Background: an optimization exercise with open tools, aiming at small area. Do not read the settings as production practice. Only simulation tests tie the RTL to the original design; equivalence was not proved. The clock cells of runs 1 to 3 and 6 to 8 come from the design's own scripts or RTL, not from TritonCTS. No driver is modelled on the clock port, so clock power and skew are understated where the tree is cut down; a real chip needs a root buffer or a tree. Power is estimated from default activity; no workload was simulated.

==> flow/design.v <==
module fa(
  input  wire a, b, ci,
  output wire s, co
);
  assign s  = a ^ b ^ ci;
  assign co = (a & b) | (a & ci) | (b & ci);
endmodule
module ha(
  input  wire a, b,
  output wire s, co
);
  assign s  = a ^ b;
  assign co = a & b;
endmodule
module aoi222(
  input  wire a0, b0, a1, b1, a2, b2,
  output wire y
);
  assign y = ~((a0 & b0) | (a1 & b1) | (a2 & b2));
endmodule
module aoi221(
  input  wire a0, b0, a1, b1, c,
  output wire y
);
  assign y = ~((a0 & b0) | (a1 & b1) | c);
endmodule
module controlx(
  input  wire        clk,
  input  wire [31:0] inp1, inp2,
  output wire [31:0] out,
  output wire        underflow,
  output wire        overflow
);
  localparam integer K = 13;    
  genvar i;
  reg  [5:0]  cnt;
  reg         bq;       
  reg         cs;       
  reg  [25:0] acc;      
  reg  [22:0] mant;
  reg         nf;
  wire [23:0] mb = {1'b1, inp2[22:0]};
  wire [2:0]  grp = {cnt[5:3] == 3'd2, cnt[5:3] == 3'd1, cnt[5:3] == 3'd0};
  wire [7:0]  col;      
  generate for (i = 0; i < 7; i = i + 1) begin : bs
    aoi222 u (.a0(grp[0]), .b0(mb[i]), .a1(grp[1]), .b1(mb[8+i]), .a2(grp[2]), .b2(mb[16+i]), .y(col[i]));
  end endgenerate
  aoi221 u7 (.a0(grp[0]), .b0(mb[7]), .a1(grp[1]), .b1(mb[15]), .c(grp[2]), .y(col[7]));   
  wire bnext = ~col[cnt[2:0]];
  wire [23:0] ma   = {1'b1, inp1[22:0]};
  wire [5:0] cnt_n;
  wire [5:1] cc;
  assign cnt_n[0] = ~cnt[0];
  assign cc[1]    = cnt[0];
  generate for (i = 1; i < 5; i = i + 1) begin : ct
    ha u (.a(cnt[i]), .b(cc[i]), .s(cnt_n[i]), .co(cc[i+1]));
  end endgenerate
  assign cnt_n[5] = cnt[5] ^ cc[5];
  wire [24:0] x = acc[25:1];
  wire [24:0] y = {ma & {24{bq}}, 1'b0};
  wire [25:0] c;
  wire [25:0] sum;
  wire        xs, cx;   
  assign sum[0] = x[0];
  ha u1 (.a(x[1]), .b(y[1]), .s(sum[1]), .co(c[2]));
  ha uc (.a(x[K-1]), .b(cs), .s(xs), .co(cx));
  generate for (i = 2; i < 25; i = i + 1) begin : rc
    if (i == K - 1) begin : k1
      fa u (.a(xs), .b(y[i]), .ci(c[i]), .s(sum[i]), .co(c[i+1]));
    end else if (i == K) begin : k0
      fa u (.a(x[i]), .b(y[i]), .ci(cx), .s(sum[i]), .co(c[i+1]));
    end else begin : kn
      fa u (.a(x[i]), .b(y[i]), .ci(c[i]), .s(sum[i]), .co(c[i+1]));
    end
  end endgenerate
  assign sum[25] = c[25];
  always @(posedge clk) begin
    cnt <= cnt_n;
    bq  <= bnext;
    cs  <= c[K];
    acc <= sum;
  end
  always @(posedge clk) begin
    if ((cnt == 6'd26 && !acc[24]) || (cnt == 6'd27 && acc[23])) begin
      mant <= acc[22:0];
      nf   <= cnt[0];
    end
  end
  wire [7:0] ea = inp1[30:23];
  wire [7:0] eb = inp2[30:23];
  wire [8:0] ec;
  wire [7:0] E;
  assign ec[0] = nf;
  generate for (i = 0; i < 8; i = i + 1) begin : ex
    fa u (.a(ea[i]), .b(eb[i]), .ci(ec[i]), .s(E[i]), .co(ec[i+1]));
  end endgenerate
  wire [7:0] ic;
  assign ic[0] = 1'b1;
  generate for (i = 0; i < 7; i = i + 1) begin : inc
    assign ic[i+1] = ic[i] & E[i];
  end endgenerate
  wire [7:0] e = (E ^ ic) ^ 8'h80;
  assign underflow = ~ec[8] & ~E[7] & (nf | ~ic[7]);
  assign overflow  = ec[8] & (E[7] | (~nf & ic[7]));
  assign out[31]    = inp1[31] ^ inp2[31];
  assign out[30:23] = underflow ? {6'd0, nf, ~nf} : e;
  assign out[22:0]  = mant;
endmodule
==> flow/flow/run.sh <==
#!/bin/bash
# The standard layout, with the smallest buffer on the ports, a hand-built
# clock tree of two clkbuf_16 cells (flow/cts_hook.tcl), and power recovery (downsizing) after
# global routing followed by another slew/capacitance repair.
set -euo pipefail
bash standard.sh \
  BUFFER_PORTS_ARGS="-buffer_cell sky130_fd_sc_hd__buf_1" \
  PRE_CTS_TCL="$PWD/flow/cts_hook.tcl" \
  RECOVER_POWER=100 \
  PRE_GLOBAL_ROUTE_TCL="$PWD/flow/grt_hook.tcl" \
  finish > make.log 2>&1
==> flow/flow/cts_hook.tcl <==
# Sourced before clock tree synthesis. The clock tree is built by hand: the
# clock port drives NX*NY buffers directly, each driving the flip-flops of one
# region of the placement (sinks split into NX columns by x, each column into
# NY groups by y). clock_tree_synthesis is replaced by this construction.
proc manual_clock_tree {master_name nx ny} {
  set block [ord::get_db_block]
  set db [ord::get_db]
  set master [$db findMaster $master_name]
  set clknet [$block findNet clk]
  set sinks {}
  foreach it [$clknet getITerms] {
    set i [$it getInst]
    set loc [$i getLocation]
    lappend sinks [list $it [lindex $loc 0] [lindex $loc 1]]
  }
  set n [llength $sinks]
  set byx [lsort -integer -index 1 $sinks]
  set per_col [expr {int(ceil(double($n) / $nx))}]
  set k 0
  for {set cx 0} {$cx < $nx} {incr cx} {
    set col [lrange $byx [expr {$cx * $per_col}] [expr {($cx + 1) * $per_col - 1}]]
    set col [lsort -integer -index 2 $col]
    set m [llength $col]
    set per_cell [expr {int(ceil(double($m) / $ny))}]
    for {set cy 0} {$cy < $ny} {incr cy} {
      set grp [lrange $col [expr {$cy * $per_cell}] [expr {($cy + 1) * $per_cell - 1}]]
      if {[llength $grp] == 0} continue
      set net [odb::dbNet_create $block clknet_leaf_$k]
      $net setSigType CLOCK
      set inst [odb::dbInst_create $block $master clkbuf_leaf_$k]
      set xs 0; set ys 0
      foreach s $grp {
        set it [lindex $s 0]
        $it disconnect
        $it connect $net
        set xs [expr {$xs + [lindex $s 1]}]; set ys [expr {$ys + [lindex $s 2]}]
      }
      [$inst findITerm A] connect $clknet
      [$inst findITerm X] connect $net
      $inst setLocation [expr {$xs / [llength $grp]}] [expr {$ys / [llength $grp]}]
      $inst setPlacementStatus PLACED
      puts "clock leaf $k drives [llength $grp] sinks"
      incr k
    }
  }
}

rename clock_tree_synthesis orfs_clock_tree_synthesis
proc clock_tree_synthesis { args } {
  manual_clock_tree sky130_fd_sc_hd__clkbuf_16 1 2
  set_propagated_clock [all_clocks]
}
==> flow/flow/grt_hook.tcl <==
# Sourced before global routing: after the power-recovery downsizing, repair
# slew and capacitance again, since downsizing does not look at them.
proc recover_power_helper { } {
  if { $::env(RECOVER_POWER) == 0 } {
    return
  }
  log_cmd repair_timing -verbose -recover_power $::env(RECOVER_POWER) -match_cell_footprint
  log_cmd repair_design -verbose -slew_margin $::env(SLEW_MARGIN) -cap_margin $::env(CAP_MARGIN) -match_cell_footprint
  log_cmd detailed_placement
}
==> flow/standard.sh <==
#!/bin/bash
# synth_recipe.tcl (not shown) runs the flow's synth.tcl, then flattens the netlist and writes it again
# the make line also repeats each setting of config.mk as NAME=value (left out here)
make -C /OpenROAD-flow-scripts/flow DESIGN_CONFIG=/design/flow/config.mk WORK_HOME=/design/flow/orfs CLKGATE_MAP_FILE= SYNTH_SCRIPT=/design/flow/synth_recipe.tcl "${@:-finish}"
==> flow/config.mk <==
export PLATFORM = sky130hd
export DESIGN_NAME = controlx
export DESIGN_NICKNAME = controlx
export VERILOG_FILES = /design/flow/design.v
export SDC_FILE = /design/flow/constraint.sdc
export NUM_CORES = 4
export LEC_CHECK = 0
export CAP_MARGIN = 20
export CORE_MARGIN = 2
export CORE_UTILIZATION = 75
export SETUP_SLACK_MARGIN = 0.1
export SLEW_MARGIN = 20
export SYNTH_HIERARCHICAL = 1
export SYNTH_MINIMUM_KEEP_SIZE = 0
==> flow/constraint.sdc <==
create_clock -name core_clock -period 10.0 [get_ports {clk}]
set_input_delay 2.0000 -clock core_clock [delete_from_list [all_inputs] [get_ports {clk}]]
set_output_delay 2.0000 -clock core_clock [all_outputs]
set_load 0.01 [all_outputs]
==> results of run 1 <==
[per-layer routing]
layer  wire (µm)  GRT usage  vias up
li1            -          -      774
met1        2260      0.448      939
met2        4220      0.757      174
met3         548     0.0464       55
met4         659      0.239        0
met5           0          0        -
[report_power, final]
group          internal (mW)  total [mW]  leakage (nW)  switching, mW
logic                 0.0257      0.0594         0.748         0.0337
registers              0.244       0.244         0.570              0
clock network         0.0372      0.0957        0.0246         0.0585
[flip-flops by register name, summed over array words and instances, names as in the netlist]
register	flops
acc	26
bq	1
cnt	6
cs	1
mant	23
nf	1
[modules after synthesis (local to each module, per instance)]
| module | flip-flops and latches | area (µm²) |
|---|---|---|
| fa | 0 | 20.0 |
| ha | 0 | 12.5 |
| aoi222 | 0 | 10.0 |
| aoi221 | 0 | 15.0 |
| controlx | 58 | 1860 |
[cell type report]
cell class,count,area [µm²],share of cell area
plain buffers,2,50.0,0.0160
multi-input cells,101,1230,0.393
inverters,2,7.51,0.00240
flip-flops and latches,58,1400,0.449
well taps,46,57.6,0.0184
repair buffers,100,379,0.121
[critical path, cell delays in order]
cell      delay [ns]
buf_1           0.09
fa_1            0.44
fa_1            0.39
fa_1            0.41
fa_1            0.44
fa_1            0.40
fa_1            0.40
fa_1            0.40
fa_1            0.53
a211oi_2        0.68
mux2_4          0.37
buf_1           0.13
[cell families after synthesis]
family	count (synthesis)	synth area share
flops	58	0.530
fa+ha+maj	43	0.291
simple gates	40	0.0927
compound gates	11	0.0435
mux	5	0.0303
buf+inv	4	0.00567
xor+xnor	2	0.00662
[per-stage QoR]
step,hold slack [ns],area (µm²)
after floorplan,0.327,2650
after global placement,0.332,3080
after detailed placement,0.335,3090
after CTS,0.369,3140
after global routing,0.379,3120
final,0.371,3120
[worst max path at each step]
stage | depth (start not counted) | end | slack [ns]
finish | 12 | out[24] | 1.33
global route | 12 | out[24] | 1.20
CTS | 12 | out[24] | 1.51
detailed placement | 12 | out[24] | 1.61
global placement | 12 | out[24] | 1.83
floorplan | 10 | out[24] | 2.03
[cell usage after synthesis (2+ instances only)]
library cell	n
a222oi_1	7
and2b_2	5
ha_1	12
a21oi_1	2
nor2_1	3
fa_1	31
dfxtp_1	34
edfxtp_1	24
nand2_1	4
and2_1	23
xor2_1	2
mux4_2	2
clkbuf_1	2
mux2i_1	2
==> results.txt, run 1 <==
Via Count=1942; Core Footprint=between 3000 and 4000 µm²; I/O pin cnt=99; WL/cell=24.9 µm; Post-Place Setup Slack=~1.6 ns; Layout area overhead=18.1%; drt via density=roughly 6.3; Synth Warn #=7; Distinct cells, synth=24; dpl cells=between 300 and 400; crit path DAT=between 6 and 7 ns; mean post-synth cell area=between 15 and 20 µm²; GRT Util Overall=0.409; Hold Path Depth=0; worst hold start=acc[1]; Tot Pwr=between 0.3 and 0.4 mW; worst r2r src=bq; count of maximum capacitance violations=0; post-CTS setup buffers=0; status=complete, no violations; final HPWL from detailed placement=~5400 µm; reg2reg end=acc[24]; # setup viols final=0; DRT iter0 DRCs=270; worst skew pair latency=roughly 0.17 ns; Worst Path Max Fanout=8; Synth top area share=0.272; Routed WL=roughly 7700 µm; # rows=21; pwr/cell area=128 nW/µm²; CTS Hold Bufs=0; filler cell count=102; CTS-repair resized insts=0; final cycle utilization of the critical path=0.867; Final ANT Viol Nets=0; EDFF count, synth=24; Hold EP=acc[0]; global-route wire length before repair=between 10000 and 15000 µm; post-synthesis sequential area ratio=0.530; WS Path Type=primary input to primary output; Peak VDD IR=around 0.00013 V; GR Overflow Total=0; most frequent cells in the layout=buf_1 (99), dfxtp_1 (34), fa_1 (31); CP Capture Type=primary output; DR pass1 iterations=8; final core utilization=0.929; r2r worst-path depth=13; Starting Density=0.786; Hold Path Class=flop to flop; number of antenna violations at the first check in global routing=0; Critical Path Start=inp1[23]; Worst Path Required=~8.0 ns; share of cells above drive strength 1=0.0570; synthesis-stage register bit count=58; vias in the first global route=around 2100; Chip Height=63.4 µm; RSZ-0062 raised after global routing=false; PortBufs=roughly 100; LEAKAGE=roughly 1.3 nW; Synth area leaders=edfxtp_1 (27%), dfxtp_1 (26%), fa_1 (23%), ha_1 (5.7%), and2_1 (5.4%); commonest non-fill, non-tap cell in the layout=buf_1; final hold vios=0; Synth area leader=edfxtp_1; f_max=approximately 120 MHz; clk slew on worst S/H paths=~0.10 ns; Die W=about 63 µm; Mapped Cells=roughly 160; setup_tns=0 ns; Slew HR=0.393; main flop type after synthesis=dfxtp_1; Critical Path Start Type=primary input; FFs w/ async S/R, synth=0; # diodes=0; Final min period=8.67 ns; placer congestion estimate=0.768; Synth Net Count=271; final worst slack=roughly 1.3 ns; Reg2Reg Setup Slack=between 4 and 5 ns; DIE AREA=4020 µm²; Layout Cells excl Fill=309; max-slew violations=0; DRC=0; fin nets=around 370; Worst-Margin Slew=about 0.90 ns; clock skew=approximately 0.014 ns; Mapped Area=roughly 2600 µm²; largest net degree at the start of global routing=30
==> inputs of run 2 (changes only) <==
--- a/flow/flow/run.sh
+++ b/flow/flow/run.sh
@@ -1,5 +1,5 @@
 #!/bin/bash
 # The standard layout, with the smallest buffer on the ports, a hand-built
-# clock tree of two clkbuf_16 cells (flow/cts_hook.tcl), and power recovery (downsizing) after
+# clock tree of four buf_6 cells (flow/cts_hook.tcl), and power recovery (downsizing) after
 # global routing followed by another slew/capacitance repair.
 set -euo pipefail
--- a/flow/flow/cts_hook.tcl
+++ b/flow/flow/cts_hook.tcl
@@ -48,5 +48,5 @@
 rename clock_tree_synthesis orfs_clock_tree_synthesis
 proc clock_tree_synthesis { args } {
-  manual_clock_tree sky130_fd_sc_hd__clkbuf_16 1 2
+  manual_clock_tree sky130_fd_sc_hd__buf_6 2 2
   set_propagated_clock [all_clocks]
 }
--- a/flow/config.mk
+++ b/flow/config.mk
@@ -9,5 +9,4 @@
 export CORE_MARGIN = 2
 export CORE_UTILIZATION = 75
-export SETUP_SLACK_MARGIN = 0.1
 export SLEW_MARGIN = 20
 export SYNTH_HIERARCHICAL = 1
==> run 2 against run 1 <==
Net effect: still clean; design area decreased by 0.24%; worst setup slack improved by 0.10 ns; synthesized cell count unchanged; flip-flop and latch count unchanged; global-route usage decreased by 5.7 points; first-iteration DRC count decreased by 48%; worst hold slack got worse by 0.020 ns.
==> results.txt, run 2 <==
status=complete, no violations; drt via density=5.73; final HPWL from detailed placement=around 5400 µm; worst path cell trace=buf_1, fa_1, fa_1, fa_1, fa_1, fa_1, fa_1, fa_1, fa_1, a211oi_2, mux2_4, buf_1; largest net degree at the start of global routing=25; Via Count=between 1500 and 2000; EDFF count, synth=24; # diodes=0; global-route wire length before repair=a little over 10000 µm; Synth Warn #=7; most repeated library cell on the critical path=fa_1; most frequent cells in the layout=buf_1 (99), dfxtp_1 (34), fa_1 (31); Largest Register=acc; LEAKAGE=1.34 nW; final core utilization=0.926; clock skew=0.0119 ns; GRT Util Overall=0.352; crit path DAT=approximately 6.6 ns; Starting Density=0.786; final hold vios=0; Synth area leader=edfxtp_1; max-slew violations=0; final cycle utilization of the critical path=0.856; CTS Hold Bufs=0; worst skew pair latency=roughly 0.13 ns; Chip Height=63.4 µm; WL/cell=around 21 µm; DRC=0; vias in the first global route=between 2000 and 2500; RSZ-0062 raised after global routing=false; Worst Path Required=about 8.0 ns; DRT iter0 DRCs=140; # rows=21; metal2 WL=about 3700 µm; Synth Net Count=271; DR pass1 iterations=6; Worst Path Max Fanout=8; Hold Path Depth=0; CTS-repair resized insts=0; mean post-synth cell area=16.2 µm²; Reg power frac=0.632; WS Path Type=primary input to primary output; max reg flops=26; Synth top area share=0.272; clk slew on worst S/H paths=~0.080 ns; Core Footprint=between 3000 and 4000 µm²; post-synthesis sequential area ratio=0.530; CP Capture Type=primary output; number of antenna violations at the first check in global routing=0; Layout area overhead=17.8%; I/O pin cnt=99; # setup viols final=0; Die W=roughly 63 µm; Mapped Cells=roughly 160; Worst-Margin Slew=between 0.8 and 0.9 ns; synthesis-stage register bit count=between 50 and 60; Reg2Reg Setup Slack=4.17 ns; r2r worst-path depth=13; synth cell count leaders=dfxtp_1 (34), fa_1 (31), edfxtp_1 (24), and2_1 (23), ha_1 (12); Largest regs=acc x26, mant x23, cnt x6; Routed WL=about 6500 µm; slowest stage cell on the critical path=a211oi_2; Hold Path Class=flop to flop; Mapped Area=2650 µm²; DRT met1 WL=1990 µm; most frequent cell after synthesis=dfxtp_1; Synth area leaders=edfxtp_1 (27%), dfxtp_1 (26%), fa_1 (23%), ha_1 (5.7%), and2_1 (5.4%); Peak VDD IR=between 0.0001 and 0.00015 V; fin nets=approximately 380; DIE AREA=around 4000 µm²; main flop type after synthesis=dfxtp_1; commonest non-fill, non-tap cell in the layout=buf_1; uppermost layer routed=met4; Net Sw Frac=0.221; setup_tns=0 ns; GR Overflow Total=0; Sw Pwr=approximately 0.086 mW; pwr/cell area=around 120 nW/µm²; count of maximum capacitance violations=0; Distinct cells, synth=24; f_max=approximately 120 MHz; share of cells above drive strength 1=0.0642; Slew HR=0.404; FFs w/ async S/R, synth=0; Critical Path Start Type=primary input; Combinational Power Share=0.144; placer congestion estimate=0.768; post-CTS setup buffers=0; Final ANT Viol Nets=0; PortBufs=98; met3 wire len=around 320 µm; delay of the slowest critical-path stage=0.69 ns; Final min period=~8.6 ns; Pint=0.301 mW; clock share of power=0.224
==> run 2: cell counts after synthesis <==
No cell type changed its count.
==> run 2: final timing paths <==
kind,start,end
max,inp1[23],out[24]
min,acc[1],acc[0]
max reg2reg,bq,acc[24]
min reg2reg,acc[1],acc[0]
==> run 2: power groups by stage <==
| stage | Sequential, mW | Clock (mW) | Combinational (mW) |
|---|---|---|---|
| 3_5_place_dp | 0.250 | 0 | 0.0564 |
| 3_3_place_gp | 0.250 | 0 | 0.0463 |
| 5_1_grt | 0.244 | 0.0971 | 0.0595 |
| 2_1_floorplan | 0.250 | 0 | 0.0279 |
| 6_report | 0.244 | 0.0867 | 0.0558 |
| 4_1_cts | 0.244 | 0.0863 | 0.0565 |
==> run 2: through the flow <==
| stage | setup WS (ns) | power [mW] | cells | area (µm²) | hold slack, ns |
|---|---|---|---|---|---|
| after floorplan | 2.03 | 0.277 | 163 | 2650 | 0.327 |
| after global routing | 1.33 | 0.401 | 311 | 3120 | 0.360 |
| after detailed placement | 1.61 | 0.306 | 306 | 3090 | 0.335 |
| final | 1.44 | 0.387 | 311 | 3120 | 0.351 |
| after CTS | 1.61 | 0.387 | 310 | 3130 | 0.353 |
| after global placement | 1.83 | 0.296 | 306 | 3080 | 0.332 |
==> run 2: worst max-delay path, delay by kind of cell <==
family,cells,cell delay (ns)
adder cells (fa/ha/maj),8,3.27
AO/OA/AOI/OAI,1,0.69
multiplexers,1,0.37
buffers and inverters,2,0.22
==> run 2: modules after synthesis (local to each module, per instance) <==
module / copies in the design / area, µm² / flip-flops and latches
aoi221: 1 / 15.0 / 0
controlx: 1 / 1860 / 58
aoi222: 7 / 10.0 / 0
fa: 31 / 20.0 / 0
ha: 6 / 12.5 / 0
==> run 2: cell type report <==
cell class,instances,area [µm²]
plain buffers,4,45.0
fillers,120,248
inverters,2,7.51
multi-input cells,101,1230
flip-flops and latches,58,1400
well taps,46,57.6
repair buffers,100,377
==> run 2: routing by layer <==
metal | global-route usage | vias to the layer above
met2 | 0.683 | 102
met5 | 0 | -
met4 | 0.177 | 0
li1 | - | 775
met1 | 0.356 | 863
met3 | 0.0571 | 41
==> run 2: cell families after synthesis <==
logic type,share of synthesized area
mux,0.0303
fa+ha+maj,0.291
flops,0.530
simple gates,0.0927
compound gates,0.0435
xor+xnor,0.00662
buf+inv,0.00567
==> inputs of run 3 (changes only) <==
==> flow/flow/grt_hook.tcl (replaced) <==
# Sourced before global routing. Power recovery (downsizing) is followed by a
# pass that tries each logic cell at smaller drive strengths of the same
# function, keeping a change only while timing, slew and capacitance stay met,
# and then by another slew/capacitance repair.
proc downsize_logic_cells { } {
  set kept 0
  foreach inst [get_cells *] {
    set cell [get_property $inst ref_name]
    if { [regexp {df|dl|tap|fill|decap|conb|clkbuf|buf_} $cell] } {
      continue
    }
    if { ![regexp {^(sky130_fd_sc_hd__[a-z0-9]+)_([0-9]+)$} $cell -> base size] } {
      continue
    }
    set cands {}
    foreach lc [get_lib_cells */${base}_*] {
      set name [get_name $lc]
      if { [regexp "^${base}_(\[0-9\]+)\$" $name -> s] && $s < $size } {
        lappend cands [list $s $name]
      }
    }
    foreach c [lsort -integer -index 0 $cands] {
      replace_cell $inst [lindex $c 1]
      if { [sta::worst_slack -max] > 0.3 && [sta::worst_slack -min] > 0.05
           && [sta::max_slew_violation_count] == 0
           && [sta::max_capacitance_violation_count] == 0 } {
        incr kept
        puts "downsized [get_name $inst] $cell -> [lindex $c 1]"
        break
      }
      replace_cell $inst $cell
    }
  }
  puts "downsized $kept cells"
}

proc recover_power_helper { } {
  if { $::env(RECOVER_POWER) == 0 } {
    return
  }
  log_cmd repair_timing -verbose -recover_power $::env(RECOVER_POWER) -match_cell_footprint
  downsize_logic_cells
  log_cmd repair_design -verbose -slew_margin $::env(SLEW_MARGIN) -cap_margin $::env(CAP_MARGIN) -match_cell_footprint
  log_cmd detailed_placement
}
==> run 3 against run 2 <==
Net effect: largest cell class unchanged; final cell count unchanged; die area is the same; critical path type unchanged; still clean; fmax did not move; first-iteration DRC count unchanged; global-route usage is the same.
==> results.txt, run 3 <==
synth cell count leaders=dfxtp_1 (34), fa_1 (31), edfxtp_1 (24), and2_1 (23), ha_1 (12); delay of the slowest critical-path stage=a little under 0.7 ns; setup_tns=0 ns; DIE AREA=between 4000 and 5000 µm²; drt via density=~5.7; final instance area=3120 µm²; Mapped Cells=between 150 and 200; Synth Net Count=approximately 270; Worst Path Required=8.00 ns; largest net degree at the start of global routing=25; vias in the first global route=a little over 2000; Reg power frac=0.632; RSZ-0062 raised after global routing=false; Peak VDD IR=slightly above 0.0001 V; WL/cell=20.8 µm; CP bufs+invs=2; fin nets=about 380; GRT Util Overall=0.352; share of cells above drive strength 1=0.0642; crit path DAT=6.56 ns; Worst Path Max Fanout=8; Slew HR=0.404; DR pass1 iterations=6; GR Overflow Total=0; status=complete, no violations; Synth top area share=0.272; most repeated library cell on the critical path=fa_1; # rows=21; worst skew pair latency=roughly 0.13 ns; Tot Pwr=slightly below 0.4 mW; slowest stage cell on the critical path=a211oi_2; count of maximum capacitance violations=0; PortBufs=between 90 and 100; FFs w/ async S/R, synth=0; final cycle utilization of the critical path=0.856; Routed WL=between 6000 and 7000 µm; commonest non-fill, non-tap cell in the layout=buf_1; mean post-synth cell area=around 16 µm²; post-CTS setup buffers=0; dpl cells=around 300; most frequent cells in the layout=buf_1 (99), dfxtp_1 (34), fa_1 (31); Synth area leader=edfxtp_1; Via Count=roughly 1800; Synth area leaders=edfxtp_1 (27%), dfxtp_1 (26%), fa_1 (23%), ha_1 (5.7%), and2_1 (5.4%); most frequent cell after synthesis=dfxtp_1; I/O pin cnt=between 90 and 100; CTS Hold Bufs=0; Distinct cells, synth=24; # setup viols final=0; Net Sw Frac=0.221; clock share of power=0.224; Die W=roughly 63 µm; final HPWL from detailed placement=~5400 µm; Layout area overhead=17.8%; Min Hold Slack=0.351 ns; Core Footprint=between 3000 and 4000 µm²; max-slew violations=0; clock skew=0.0119 ns; Mapped Area=around 2600 µm²; met2 usage=0.683; met3 usage=0.0571; EDFF count, synth=24; Chip Height=63.4 µm; f_max=117 MHz; Starting Density=0.786; pwr/cell area=124 nW/µm²; placer congestion estimate=0.768; Hold Path Class=flop to flop; Combinational Power Share=0.144; number of antenna violations at the first check in global routing=0; Critical Path Start Type=primary input; Final min period=around 8.6 ns; GRT busiest layer=met2; met1 Use GR=0.356; LEAKAGE=roughly 1.3 nW; DRC=0; max reg flops=26; Worst-Margin Slew=0.888 ns; DRT iter0 DRCs=140; CTS-repair resized insts=0; clk slew on worst S/H paths=roughly 0.080 ns; synthesis-stage register bit count=58; area post-placement=roughly 3100 µm²; Synth Warn #=7; main flop type after synthesis=dfxtp_1; global-route wire length before repair=10300 µm; post-synthesis sequential area ratio=0.530; Largest Register=acc; # diodes=0; delay-heaviest family, CP=adder cells; Sw Pwr=roughly 0.086 mW; Pint=between 0.3 and 0.4 mW; Largest regs=acc x26, mant x23, cnt x6; CP Capture Type=primary output; WS Path Type=primary input to primary output; final hold vios=0; worst path cell trace=buf_1, fa_1, fa_1, fa_1, fa_1, fa_1, fa_1, fa_1, fa_1, a211oi_2, mux2_4, buf_1; Layout Cells excl Fill=between 300 and 400; Final ANT Viol Nets=0
run 3: cell counts in the layout (fill, tap and decap cells not counted):
No cell type changed its count.
run 3: cells by family (layout without fill, tap and decap cells):
| kind of cell | after synthesis | in the layout | synth area share |
|---|---|---|---|
| AO/OA/AOI/OAI | 11 | 11 | 0.0435 |
| AND/OR/NAND/NOR | 40 | 40 | 0.0927 |
| adder cells (fa/ha/maj) | 43 | 43 | 0.291 |
| flip-flops | 58 | 58 | 0.530 |
| multiplexers | 5 | 5 | 0.0303 |
| buffers and inverters | 4 | 106 | 0.00567 |
| XOR/XNOR | 2 | 2 | 0.00662 |
run 3: cell type report:
type | count | area [µm²]
multi-input cells | 101 | 1230
flip-flops and latches | 58 | 1400
inverters | 2 | 7.51
plain buffers | 4 | 45.0
well taps | 46 | 57.6
repair buffers | 100 | 377
fillers | 120 | 248
run 3: path summary, 6_finish.rpt:
path                  from      end  slack (ns)  depth (start not counted)
setup / recovery  inp1[23]  out[24]        1.44                         12
hold / removal      acc[1]   acc[0]        0.35                          0
setup reg to reg        bq  acc[24]        4.17                         13
hold reg to reg     acc[1]   acc[0]        0.35                          0
run 3: layer usage:
layer | share of wire | wire length, µm | up-vias
met5 | 0 | 0 | -
met4 | 0.066 | 426 | 0
met3 | 0.050 | 321 | 41
met2 | 0.58 | 3740 | 102
met1 | 0.31 | 1990 | 863
li1 | - | - | 775
run 3: stage by stage:
| stage | util | setup slack [ns] |
|---|---|---|
| 6_report | 0.926 | 1.44 |
| 5_1_grt | 0.926 | 1.33 |
| 4_1_cts | 0.931 | 1.61 |
| 3_5_place_dp | 0.917 | 1.61 |
| 3_3_place_gp | 0.915 | 1.83 |
| 2_1_floorplan | - | 2.03 |
run 3: power by group through the flow:
stage                     sequential (mW)  clock, mW  combinational (mW)
after global routing                0.244     0.0971              0.0595
after detailed placement            0.250          0              0.0564
after global placement              0.250          0              0.0463
after CTS                           0.244     0.0863              0.0565
after floorplan                     0.250          0              0.0279
final                               0.244     0.0867              0.0558
run 3: modules after synthesis (local to each module, per instance):
module	flip-flops and latches	area [µm²]
aoi221	0	15.0
aoi222	0	10.0
controlx	58	1860
fa	0	20.0
ha	0	12.5
==> inputs of run 4 (changes only) <==
--- a/flow/flow/grt_hook.tcl
+++ b/flow/flow/grt_hook.tcl
@@ -3,6 +3,14 @@
 # function, keeping a change only while timing, slew and capacitance stay met,
 # and then by another slew/capacitance repair.
+proc cell_area { name } {
+  set m [[ord::get_db] findMaster $name]
+  return [expr { [$m getWidth] * [$m getHeight] }]
+}
+
 proc downsize_logic_cells { } {
   set kept 0
+  set slews [sta::max_slew_violation_count]
+  set caps [sta::max_capacitance_violation_count]
+  puts "downsize start: setup [sta::worst_slack -max] hold [sta::worst_slack -min] slew $slews cap $caps"
   foreach inst [get_cells *] {
     set cell [get_property $inst ref_name]
@@ -16,5 +24,6 @@
     foreach lc [get_lib_cells */${base}_*] {
       set name [get_name $lc]
-      if { [regexp "^${base}_(\[0-9\]+)\$" $name -> s] && $s < $size } {
+      if { [regexp "^${base}_(\[0-9\]+)\$" $name -> s] && $s < $size
+           && [cell_area $name] < [cell_area $cell] } {
         lappend cands [list $s $name]
       }
@@ -23,6 +32,6 @@
       replace_cell $inst [lindex $c 1]
       if { [sta::worst_slack -max] > 0.3 && [sta::worst_slack -min] > 0.05
-           && [sta::max_slew_violation_count] == 0
-           && [sta::max_capacitance_violation_count] == 0 } {
+           && [sta::max_slew_violation_count] <= $slews
+           && [sta::max_capacitance_violation_count] <= $caps } {
         incr kept
         puts "downsized [get_name $inst] $cell -> [lindex $c 1]"
--- a/flow/config.mk
+++ b/flow/config.mk
@@ -7,6 +7,9 @@
 export LEC_CHECK = 0
 export CAP_MARGIN = 20
+export CELL_PAD_IN_SITES_DETAIL_PLACEMENT = 0
+export CELL_PAD_IN_SITES_GLOBAL_PLACEMENT = 0
 export CORE_MARGIN = 2
-export CORE_UTILIZATION = 75
+export CORE_UTILIZATION = 86
+export PLACE_DENSITY = 0.92
 export SLEW_MARGIN = 20
 export SYNTH_HIERARCHICAL = 1
==> run 4 against run 3 <==
Net effect: the flow now stops in 3_3_place_gp; synthesized cell count stayed put; synthesized area stayed put.
==> results.txt, run 4 <==
EDFF count, synth=24; status=did not finish; main flop type after synthesis=dfxtp_1; Synth Warn #=7; Synth Net Count=around 270; I/O pin cnt=99; synthesis-stage register bit count=58; FFs w/ async S/R, synth=0; Chip Height=~59 µm; Starting Density=0.888; Distinct cells, synth=24; post-synthesis sequential area ratio=0.530; mean post-synth cell area=about 16 µm²; PortBufs=a little under 100; Synth top area share=0.272; Die W=a little under 60 µm; most frequent cell after synthesis=dfxtp_1; Mapped Cells=163; Err=[ERROR GPL-0301] Utilization 102.004 % exceeds 100%.; # rows=20; Mapped Area=about 2600 µm²; Synth area leaders=edfxtp_1 (27%), dfxtp_1 (26%), fa_1 (23%), ha_1 (5.7%), and2_1 (5.4%); Stop stage=3_3_place_gp; Synth area leader=edfxtp_1; synth cell count leaders=dfxtp_1 (34), fa_1 (31), edfxtp_1 (24), and2_1 (23), ha_1 (12)
==> run 4: cell counts after synthesis <==
No cell type changed its count.
==> run 4: cell families after synthesis <==
family                   count (synthesis)  share of synthesized area
multiplexers                             5                     0.0303
AND/OR/NAND/NOR                         40                     0.0927
buffers and inverters                    4                    0.00567
adder cells (fa/ha/maj)                 43                      0.291
flip-flops                              58                      0.530
XOR/XNOR                                 2                    0.00662
AO/OA/AOI/OAI                           11                     0.0435
==> run 4: modules after synthesis (local to each module, per instance) <==
module	flip-flops and latches	cell area [µm²]
aoi221	0	15.0
aoi222	0	10.0
controlx	58	1860
fa	0	20.0
ha	0	12.5
==> inputs of run 5 (changes only) <==
--- a/flow/config.mk
+++ b/flow/config.mk
@@ -10,6 +10,6 @@
 export CELL_PAD_IN_SITES_GLOBAL_PLACEMENT = 0
 export CORE_MARGIN = 2
-export CORE_UTILIZATION = 86
-export PLACE_DENSITY = 0.92
+export CORE_UTILIZATION = 80
+export PLACE_DENSITY = 0.85
 export SLEW_MARGIN = 20
 export SYNTH_HIERARCHICAL = 1
==> run 5 against run 4 <==
Net effect: the flow stops in 3_5_place_dp; synthesized area stayed put; synthesized cell count stayed put.
==> results.txt, run 5 <==
placer congestion estimate=0.743; Synth Area in Simple Gates=0.0927; largest family of logic cells by synthesized area=adder cells; mean post-synth cell area=around 16 µm²; Synth Warn #=7; Stop stage=3_5_place_dp; mux cell area share after synthesis=0.0303; Mapped Area=2650 µm²; Synth Area in Compound Gates=0.0435; Synth Net Count=~270; Chip Height=around 60 µm; I/O pin cnt=99; Synth top area share=0.272; Err=Error: detail_place.tcl, 38 bad optional access; Distinct cells, synth=24; FFs w/ async S/R, synth=0; xor/xnor share of the synthesized area=0.00662; EDFF count, synth=24; main flop type after synthesis=dfxtp_1; Mapped Cells=around 160; status=did not finish; Synth area leader=edfxtp_1; Synth area leaders=edfxtp_1 (27%), dfxtp_1 (26%), fa_1 (23%), ha_1 (5.7%), and2_1 (5.4%); PortBufs=around 100; # rows=20; most frequent cell after synthesis=dfxtp_1; synth cell count leaders=dfxtp_1 (34), fa_1 (31), edfxtp_1 (24), and2_1 (23), ha_1 (12); Die W=61.5 µm; post-synthesis sequential area ratio=0.530; Starting Density=0.852; Synth Area in Adders=0.291; synthesis-stage register bit count=58
run 5: worst max path at each step:
stage	from	end	cells past startpoint
after floorplan	inp1[23]	out[24]	10
after global placement	inp1[23]	out[24]	12
run 5: logic make-up after synthesis:
logic type                 Yosys count
adders and majority gates           43
AOI/OAI and AO/OA                   11
DFF                                 58
and+or+nand+nor                     40
xor gates and xnor gates             2
buffers and inverters                4
muxes                                5
run 5: power by group through the flow:
stage	clock (mW)	sequential (mW)	combinational, mW
floorplan	0	0.250	0.0279
global placement	0	0.250	0.0458
run 5: per-stage QoR:
| step | std cells | setup slack [ns] | area (µm²) | hold WS (ns) |
|---|---|---|---|---|
| 2_1_floorplan | 163 | 2.03 | 2650 | 0.327 |
| 3_3_place_gp | 304 | 1.83 | 3070 | 0.331 |
run 5: modules after synthesis (local to each module, per instance):
module | cells inside | copies in the design
controlx | 118 | 1
fa | 1 | 31
aoi221 | 1 | 1
ha | 1 | 6
aoi222 | 1 | 7
==> inputs of run 6 (changes only) <==
--- a/flow/config.mk
+++ b/flow/config.mk
@@ -7,9 +7,6 @@
 export LEC_CHECK = 0
 export CAP_MARGIN = 20
-export CELL_PAD_IN_SITES_DETAIL_PLACEMENT = 0
-export CELL_PAD_IN_SITES_GLOBAL_PLACEMENT = 0
 export CORE_MARGIN = 2
-export CORE_UTILIZATION = 80
-export PLACE_DENSITY = 0.85
+export CORE_UTILIZATION = 75
 export SLEW_MARGIN = 20
 export SYNTH_HIERARCHICAL = 1
==> run 6 against run 5 <==
Net effect: synthesized cell count stayed put; synthesized area stayed put; now clean on timing, DRC and antenna.
==> results.txt, run 6 <==
status=complete, no violations; vias in the first global route=about 2000; max-slew violations=0; Synth top area share=0.272; WL/cell=about 21 µm; Slew HR=0.444; drt via density=approximately 5.7; Final ANT Viol Nets=0; worst skew pair latency=~0.13 ns; met2 usage=0.683; FFs w/ async S/R, synth=0; Synth Net Count=between 200 and 300; LEAKAGE=roughly 1.3 nW; Synth area leaders=edfxtp_1 (27%), dfxtp_1 (26%), fa_1 (23%), ha_1 (5.7%), and2_1 (5.4%); Peak VDD IR=roughly 0.0001 V; I/O pin cnt=99; # rows=21; crit path DAT=6.61 ns; Synth area leader=edfxtp_1; count of maximum capacitance violations=0; Mapped Area=around 2600 µm²; Critical Path Start Type=primary input; synthesis-stage register bit count=a little under 60; Die W=around 63 µm; setup_tns=0 ns; RSZ-0062 raised after global routing=false; Core Footprint=around 3400 µm²; Distinct cells, synth=24; main flop type after synthesis=dfxtp_1; max reg flops=26; most frequent cells in the layout=buf_1 (99), dfxtp_1 (34), fa_1 (31); commonest non-fill, non-tap cell in the layout=buf_1; Via Count=roughly 1800; DIE AREA=~4000 µm²; final core utilization=0.922; Layout area overhead=17.2%; GRT busiest layer=met2; CTS-repair resized insts=0; most frequent cell after synthesis=dfxtp_1; Largest regs=acc x26, mant x23, cnt x6; GR Overflow Total=0; synth cell count leaders=dfxtp_1 (34), fa_1 (31), edfxtp_1 (24), and2_1 (23), ha_1 (12); DRC=0; DR pass1 iterations=4; pwr/cell area=about 120 nW/µm²; global-route wire length before repair=roughly 10000 µm; Starting Density=0.786; met3 usage=0.0571; PortBufs=approximately 100; final HPWL from detailed placement=approximately 5400 µm; placer congestion estimate=roughly 0.77; clk slew on worst S/H paths=approximately 0.08 ns; final hold vios=0; Synth Warn #=7; clock skew=around 0.012 ns; fin nets=roughly 380; Hold Path Class=flop to flop; final cycle utilization of the critical path=0.861; EDFF count, synth=24; GRT Util Overall=0.352; Chip Height=about 63 µm; Largest Register=acc; Worst Path Max Fanout=8; CTS Hold Bufs=0; share of cells above drive strength 1=0.0377; Final min period=8.61 ns; # diodes=0; largest net degree at the start of global routing=25; DRT iter0 DRCs=150; number of antenna violations at the first check in global routing=0; mean post-synth cell area=approximately 16 µm²; Mapped Cells=around 160; CP Capture Type=primary output; met1 Use GR=0.356; # setup viols final=0; Worst Path Required=approximately 8 ns; post-CTS setup buffers=0; Routed WL=6470 µm; WS Path Type=primary input to primary output; Worst-Margin Slew=about 0.83 ns; f_max=116 MHz; post-synthesis sequential area ratio=0.530
[run 6: layout make-up]
cell class,count,area [µm²]
sequential,58,1400
multi-input combinational,101,1210
timing repair buffer,100,377
inverter,2,7.51
buffer,4,45.0
fill,129,264
tap,46,57.6
[run 6: cells by family after synthesis]
family	count (synthesis)	share of synthesized area
mux	5	0.0303
buf+inv	4	0.00567
compound gates	11	0.0435
simple gates	40	0.0927
flops	58	0.530
xor+xnor	2	0.00662
fa+ha+maj	43	0.291
[run 6: final timing paths]
kind	start	to	slack, ns	cells after the start
hold reg to reg	acc[1]	acc[0]	0.35	0
setup reg to reg	bq	acc[24]	4.17	13
setup / recovery	inp1[23]	out[24]	1.39	12
hold / removal	acc[1]	acc[0]	0.35	0
[run 6: worst max-delay path, stage by stage]
cell and delay [ns]:
buf_1 0.09, fa_1 0.43, fa_1 0.39, fa_1 0.39, fa_1 0.39, fa_1 0.39
fa_1 0.39, fa_1 0.38, fa_1 0.51, a211oi_2 0.66, mux2_1 0.44, buf_1 0.15
[run 6: metal layers]
metal | routed length [µm] | share of wire | vias up
li1 | - | - | 775
met1 | 1970 | 0.31 | 875
met2 | 3700 | 0.57 | 99
met3 | 344 | 0.053 | 39
met4 | 444 | 0.069 | 0
met5 | 0 | 0 | -
[run 6: modules after synthesis (local to each module, per instance)]
| module | area (µm²) | times used |
|---|---|---|
| ha | 12.5 | 6 |
| controlx | 1860 | 1 |
| aoi222 | 10.0 | 7 |
| fa | 20.0 | 31 |
| aoi221 | 15.0 | 1 |
[run 6: where the power goes]
| group | total (mW) | switching [mW] | internal, mW |
|---|---|---|---|
| combinational | 0.0533 | 0.0307 | 0.0226 |
| sequential | 0.244 | 0 | 0.244 |
| clock | 0.0869 | 0.0548 | 0.0321 |
[run 6: per-stage QoR]
| step | hold WS, ns | cells | power [mW] | setup slack [ns] | instance area [µm²] |
|---|---|---|---|---|---|
| after floorplan | 0.327 | 163 | 0.277 | 2.03 | 2650 |
| after global placement | 0.332 | 306 | 0.296 | 1.83 | 3080 |
| after detailed placement | 0.335 | 306 | 0.306 | 1.61 | 3090 |
| after CTS | 0.353 | 310 | 0.387 | 1.61 | 3130 |
| after global routing | 0.360 | 311 | 0.398 | 1.27 | 3100 |
| final | 0.352 | 311 | 0.384 | 1.39 | 3100 |
==> inputs of run 7 (changes only) <==
--- a/flow/config.mk
+++ b/flow/config.mk
@@ -8,5 +8,5 @@
 export CAP_MARGIN = 20
 export CORE_MARGIN = 2
-export CORE_UTILIZATION = 75
+export CORE_UTILIZATION = 78
 export SLEW_MARGIN = 20
 export SYNTH_HIERARCHICAL = 1
==> run 7 against run 6 <==
Net effect: still clean; power rose by 0.84%; final cell count unchanged; fmax decreased by 4.9%; die area fell by 3.6%; global-route usage down 0.36 points; largest cell class unchanged.
==> results.txt, run 7 <==
DRT iter0 DRCs=239; Worst Path Required=8.00 ns; # rows=21; most frequent cells in the layout=buf_1 (99), dfxtp_1 (34), fa_1 (31); synth cell count leaders=dfxtp_1 (34), fa_1 (31), edfxtp_1 (24), and2_1 (23), ha_1 (12); Core Footprint=roughly 3300 µm²; Reg power frac=0.630; WS Path Type=primary input to primary output; vias in the first global route=slightly above 2000; EDFF count, synth=24; Final ANT Viol Nets=0; fin nets=approximately 380; I/O pin cnt=99; Net Sw Frac=0.228; post-synthesis sequential area ratio=0.530; Via Count=1935; pwr/cell area=between 100 and 150 nW/µm²; Largest regs=acc x26, mant x23, cnt x6; Combinational Power Share=0.141; RSZ-0062 raised after global routing=false; Layout area overhead=17.1%; DRC=0; final core utilization=0.943; Synth Warn #=7; f_max=about 110 MHz; post-CTS setup buffers=0; worst skew pair latency=about 0.13 ns; Hold Path Class=flop to flop; Sw Pwr=roughly 0.088 mW; GRT Util Overall=0.348; final HPWL from detailed placement=5060 µm; crit path DAT=7.05 ns; Distinct cells, synth=24; Mapped Cells=163; max-slew violations=0; Die W=between 60 and 70 µm; Slew HR=0.252; # diodes=0; Synth area leader=edfxtp_1; synthesis-stage register bit count=58; max reg flops=26; setup_tns=0 ns; Critical Path Start Type=primary input; final cycle utilization of the critical path=0.905; most frequent cell after synthesis=dfxtp_1; WL/cell=between 20 and 25 µm; Synth area leaders=edfxtp_1 (27%), dfxtp_1 (26%), fa_1 (23%), ha_1 (5.7%), and2_1 (5.4%); # setup viols final=0; Min Hold Slack=between 0.3 and 0.4 ns; main flop type after synthesis=dfxtp_1; Largest Register=acc; Peak VDD IR=between 0.00009 and 0.0001 V; Worst Path Max Fanout=8; share of cells above drive strength 1=0.0340; Mapped Area=2650 µm²; status=complete, no violations; Final min period=between 9 and 10 ns; final hold vios=0; DR pass1 iterations=5; clock share of power=0.230; commonest non-fill, non-tap cell in the layout=buf_1; LEAKAGE=roughly 1.3 nW; FFs w/ async S/R, synth=0; Synth top area share=0.272; Synth Net Count=between 200 and 300; clock skew=around 0.014 ns; PortBufs=98; global-route wire length before repair=about 10000 µm; Pint=between 0.2 and 0.3 mW; Starting Density=0.805; clk slew on worst S/H paths=about 0.090 ns; Worst-Margin Slew=between 1 and 1.5 ns; Routed WL=~7300 µm; CTS Hold Bufs=0; mean post-synth cell area=about 16 µm²; drt via density=~6.2; GR Overflow Total=0; CTS-repair resized insts=0; largest net degree at the start of global routing=25; number of antenna violations at the first check in global routing=0; DIE AREA=around 3900 µm²; placer congestion estimate=approximately 0.76; Chip Height=a little over 60 µm; count of maximum capacitance violations=0; CP Capture Type=primary output
==> run 7: cell counts after synthesis <==
No cell type changed its count.
==> run 7: power groups by stage <==
stage / Sequential (mW) / Clock, mW / Combinational, mW
2_1_floorplan: 0.250 / 0 / 0.0279
3_5_place_dp: 0.250 / 0 / 0.0511
3_3_place_gp: 0.250 / 0 / 0.0460
6_report: 0.244 / 0.0890 / 0.0545
4_1_cts: 0.244 / 0.0858 / 0.0535
5_1_grt: 0.244 / 0.0956 / 0.0574
==> run 7: area by class of cell <==
| cell class | instances | area, µm² |
|---|---|---|
| fill | 91 | 188 |
| buffer | 4 | 45.0 |
| timing repair buffer | 100 | 379 |
| inverter | 2 | 7.51 |
| sequential | 58 | 1400 |
| multi-input combinational | 101 | 1210 |
| tap | 46 | 57.6 |
==> run 7: worst paths after layout <==
path / startpoint / end / slack, ns / depth (start not counted)
hold reg to reg: acc[1] / acc[0] / 0.37 / 0
setup / recovery: inp1[23] / out[24] / 0.95 / 12
hold / removal: acc[1] / acc[0] / 0.37 / 0
setup reg to reg: bq / acc[24] / 4.10 / 13
==> run 7: per-module statistics from Yosys, one instance, submodules excluded <==
module	cells inside	area (µm²)	flip-flops and latches	copies in the design
controlx	118	1860	58	1
ha	1	12.5	0	6
aoi222	1	10.0	0	7
aoi221	1	15.0	0	1
fa	1	20.0	0	31
==> run 7: cell families (layout without fill, tap and decap cells) <==
| kind of cell | Yosys count | in the layout | share of synthesized area |
|---|---|---|---|
| multiplexers | 5 | 5 | 0.0303 |
| adder cells (fa/ha/maj) | 43 | 43 | 0.291 |
| XOR/XNOR | 2 | 2 | 0.00662 |
| buffers and inverters | 4 | 106 | 0.00567 |
| AND/OR/NAND/NOR | 40 | 40 | 0.0927 |
| AO/OA/AOI/OAI | 11 | 11 | 0.0435 |
| flip-flops | 58 | 58 | 0.530 |
==> run 7: per-stage QoR <==
stage | cells | power (mW) | instance area [µm²] | setup slack, ns
after global placement | 306 | 0.296 | 3080 | 1.83
after global routing | 311 | 0.397 | 3100 | 0.844
after floorplan | 163 | 0.277 | 2650 | 2.03
after CTS | 310 | 0.384 | 3130 | 1.62
after detailed placement | 306 | 0.301 | 3090 | 1.69
final | 311 | 0.388 | 3100 | 0.951
==> run 7: metal layers <==
layer,global-route usage,part of all wire,wire (µm),vias up
met2,0.679,0.57,4160,164
li1,-,-,-,782
met5,0,0,0,-
met3,0.0453,0.066,482,43
met1,0.359,0.29,2110,946
met4,0.183,0.079,579,0
==> run 7: critical path, cell delays in order <==
cell and delay (ns):
buf_1 0.09, fa_1 0.44, fa_1 0.42, fa_1 0.42
fa_1 0.43, fa_1 0.43, fa_1 0.41, fa_1 0.41
fa_1 0.53, a211oi_1 0.94, mux2_1 0.39, buf_1 0.13
==> inputs of run 8 (changes only) <==
--- a/flow/flow/grt_hook.tcl
+++ b/flow/flow/grt_hook.tcl
@@ -1,3 +1,4 @@
-# Sourced before global routing. Power recovery (downsizing) is followed by a
+# Sourced before global routing. Power recovery (downsizing) and a slew and
+# capacitance repair are followed by a
 # pass that tries each logic cell at smaller drive strengths of the same
 # function, keeping a change only while timing, slew and capacitance stay met,
@@ -15,5 +16,5 @@
   foreach inst [get_cells *] {
     set cell [get_property $inst ref_name]
-    if { [regexp {df|dl|tap|fill|decap|conb|clkbuf|buf_} $cell] } {
+    if { [regexp {df|dl|tap|fill|decap|conb|clkbuf} $cell] || [string match input* [get_name $inst]] || [string match output* [get_name $inst]] || [string match clkbuf_leaf* [get_name $inst]] } {
       continue
     }
@@ -49,4 +50,5 @@
   }
   log_cmd repair_timing -verbose -recover_power $::env(RECOVER_POWER) -match_cell_footprint
+  log_cmd repair_design -verbose -slew_margin $::env(SLEW_MARGIN) -cap_margin $::env(CAP_MARGIN) -match_cell_footprint
   downsize_logic_cells
   log_cmd repair_design -verbose -slew_margin $::env(SLEW_MARGIN) -cap_margin $::env(CAP_MARGIN) -match_cell_footprint
==> run 8 against run 7 <==
Net effect: synthesized area did not move; still clean on timing, DRC and antenna; final cell count rose by 0.32%; combinational power shrank 4.8%; critical path depth unchanged; clock skew fell by 0.0059 ns; die area is the same; clock power down 3.1%; first-iteration DRC count rose by 5.4%; worst hold slack improved by 0.0066 ns.
==> results.txt, run 8 <==
Worst Path Required=approximately 8.0 ns; final cycle utilization of the critical path=0.897; DIE AREA=3870 µm²; worst skew pair latency=0.13 ns; GR Overflow Total=0; Final ANT Viol Nets=0; Slew HR=0.305; mean post-synth cell area=around 16 µm²; CTS Hold Bufs=0; vias in the first global route=between 2000 and 2500; Worst Path Max Fanout=8; Critical Path Start=inp1[23]; Mapped Cells=between 150 and 200; pwr/cell area=~120 nW/µm²; post-CTS setup buffers=0; # rows=21; # diodes=0; crit path DAT=6.97 ns; Routed WL=between 7000 and 8000 µm; reg2reg end=acc[24]; GRT Util Overall=0.348; # setup viols final=0; LEAKAGE=1.33 nW; Reg2Reg Setup Slack=4.01 ns; PortBufs=98; final core utilization=0.941; most frequent cell after synthesis=dfxtp_1; RSZ-0062 raised after global routing=false; worst path cell trace=buf_1, fa_1, fa_1, fa_1, fa_1, fa_1, fa_1, fa_1, fa_1, a211oi_1, mux2_1, buf_1; Tot Pwr=between 0.3 and 0.4 mW; Via Count=1914; Largest regs=acc x26, mant x23, cnt x6; Min Hold Slack=around 0.38 ns; max reg flops=26; Synth Area in Compound Gates=0.0435; Peak VDD IR=slightly above 0.00009 V; delay of the slowest critical-path stage=between 0.8 and 0.9 ns; final hold vios=0; Final min period=between 8 and 9 ns; Hold Path Class=flop to flop; CTS-repair resized insts=0; worst hold start=acc[1]; largest net degree at the start of global routing=25; worst r2r src=bq; number of antenna violations at the first check in global routing=0; count of maximum capacitance violations=0; post-synthesis sequential area ratio=0.530; Die W=62.2 µm; Synth Area in Simple Gates=0.0927; filler cell count=96; main flop type after synthesis=dfxtp_1; Synth Warn #=7; clock skew=a little under 0.008 ns; largest family of logic cells by synthesized area=adder cells; Largest Register=acc; I/O pin cnt=99; Mapped Area=between 2000 and 3000 µm²; DR pass1 iterations=5; most repeated library cell on the critical path=fa_1; xor/xnor share of the synthesized area=0.00662; setup_tns=0 ns; Worst Setup EP=out[24]; Synth area leaders=edfxtp_1 (27%), dfxtp_1 (26%), fa_1 (23%), ha_1 (5.7%), and2_1 (5.4%); CP Capture Type=primary output; FFs w/ async S/R, synth=0; DRT iter0 DRCs=252; fin nets=approximately 380; Synth Net Count=271; DRC=0; mux cell area share after synthesis=0.0303; Layout area overhead=16.8%; Synth area leader=edfxtp_1; f_max=around 110 MHz; WL/cell=23.4 µm; final instance area=approximately 3000 µm²; WS Path Type=primary input to primary output; EDFF count, synth=24; clk slew on worst S/H paths=approximately 0.090 ns; Critical Path Start Type=primary input; share of cells above drive strength 1=0.0263; most frequent cells in the layout=buf_1 (101), dfxtp_1 (34), fa_1 (31); Worst-Margin Slew=just over 1 ns; Synth top area share=0.272; drt via density=slightly above 6; slowest stage cell on the critical path=a211oi_1; synth cell count leaders=dfxtp_1 (34), fa_1 (31), edfxtp_1 (24), and2_1 (23), ha_1 (12); r2r worst-path depth=13; Synth Area in Adders=0.291; Core Footprint=around 3300 µm²; max-slew violations=0; commonest non-fill, non-tap cell in the layout=buf_1; placer congestion estimate=between 0.7 and 0.8; global-route wire length before repair=approximately 10000 µm; synthesis-stage register bit count=between 50 and 60; area post-placement=slightly above 3000 µm²; final HPWL from detailed placement=around 5100 µm; multi-input logic area=between 1000 and 1500 µm²; Distinct cells, synth=24; Chip Height=between 60 and 70 µm; Starting Density=0.805; status=complete, no violations; register area=1400 µm²
[run 8: through the flow]
stage,cells,worst slack (ns)
2_1_floorplan,163,2.03
3_3_place_gp,306,1.83
3_5_place_dp,306,1.69
4_1_cts,310,1.62
5_1_grt,312,0.931
6_report,312,1.03
[run 8: final cells by class]
type	count	area share
buffer	4	0.0146
timing repair buffer	101	0.123
sequential	58	0.453
multi-input combinational	101	0.388
tap	46	0.0186
inverter	2	0.00243
[run 8: critical path: cells and delay by family]
family / cells / cell delay, ns
mux: 1 / 0.39
compound gates: 1 / 0.88
fa+ha+maj: 8 / 3.48
buf+inv: 2 / 0.22
[run 8: cell families after synthesis]
logic type,Yosys count
AO/OA/AOI/OAI,11
XOR/XNOR,2
flip-flops,58
buffers and inverters,4
AND/OR/NAND/NOR,40
multiplexers,5
adder cells (fa/ha/maj),43
[run 8: metal layers]
metal  track usage  vias up  share of wire
met3        0.0453       54          0.064
met1         0.359      922           0.28
li1              -      782              -
met4         0.183        0           0.11
met2         0.679      156           0.55
met5             0        -              0
[run 8: modules after synthesis, one instance, submodules excluded]
module,cells inside,times used,cell area [µm²]
fa,1,31,20.0
aoi221,1,1,15.0
aoi222,1,7,10.0
ha,1,6,12.5
controlx,118,1,1860
[run 8: how the worst min path moves through the flow]
| stage | endpoint | depth (start not counted) |
|---|---|---|
| global route | acc[0] | 0 |
| floorplan | acc[0] | 0 |
| finish | acc[0] | 0 |
| global placement | acc[0] | 0 |
| CTS | acc[0] | 0 |
| detailed placement | acc[0] | 0 |
[run 8: report_power, final]
| group | total (mW) | switching, mW | internal [mW] |
|---|---|---|---|
| Sequential | 0.244 | 0 | 0.244 |
| Combinational | 0.0519 | 0.0294 | 0.0225 |
| Clock | 0.0862 | 0.0540 | 0.0321 |
| Total | 0.382 | 0.0834 | 0.299 |

[afterwards: timing with drivers on the ports]
No port has a modelled driver above. Below, the same layouts with a new extraction and two added sets of constraints.
Step 1 assumes that a clkbuf_16 drives the clock port and a buf_2 every other input.
Step 2 times the ports against the registers' clock, not the clock port: input delays grow and output delays shrink by t, the midpoint of the rising clock arrivals with the driver on.
a / b / c = ideal / step 1 / step 2; a / b = the first two.
run | t, ns | setup WS [ns] | latest minus earliest clock arrival (ns) | slew at the worst register clock pin (ns) | worst slew at a driven data input, ns
run 1 | 0.208 | 1.332 / 1.311 / 1.311 | 0.014 / 0.014 | 0.11 / 0.11 | 0.08
run 2 | 0.178 | 1.436 / 1.416 / 1.416 | 0.012 / 0.012 | 0.10 / 0.10 | 0.05
run 3 | 0.178 | 1.436 / 1.416 / 1.416 | 0.012 / 0.012 | 0.10 / 0.10 | 0.05
run 6 | 0.178 | 1.395 / 1.374 / 1.374 | 0.013 / 0.012 | 0.10 / 0.10 | 0.05
run 7 | 0.183 | 0.951 / 0.930 / 0.930 | 0.014 / 0.014 | 0.10 / 0.10 | 0.06
run 8 | 0.178 | 1.030 / 1.009 / 1.009 | 0.008 / 0.007 | 0.10 / 0.10 | 0.07
After both steps setup and hold are still met in every run listed.
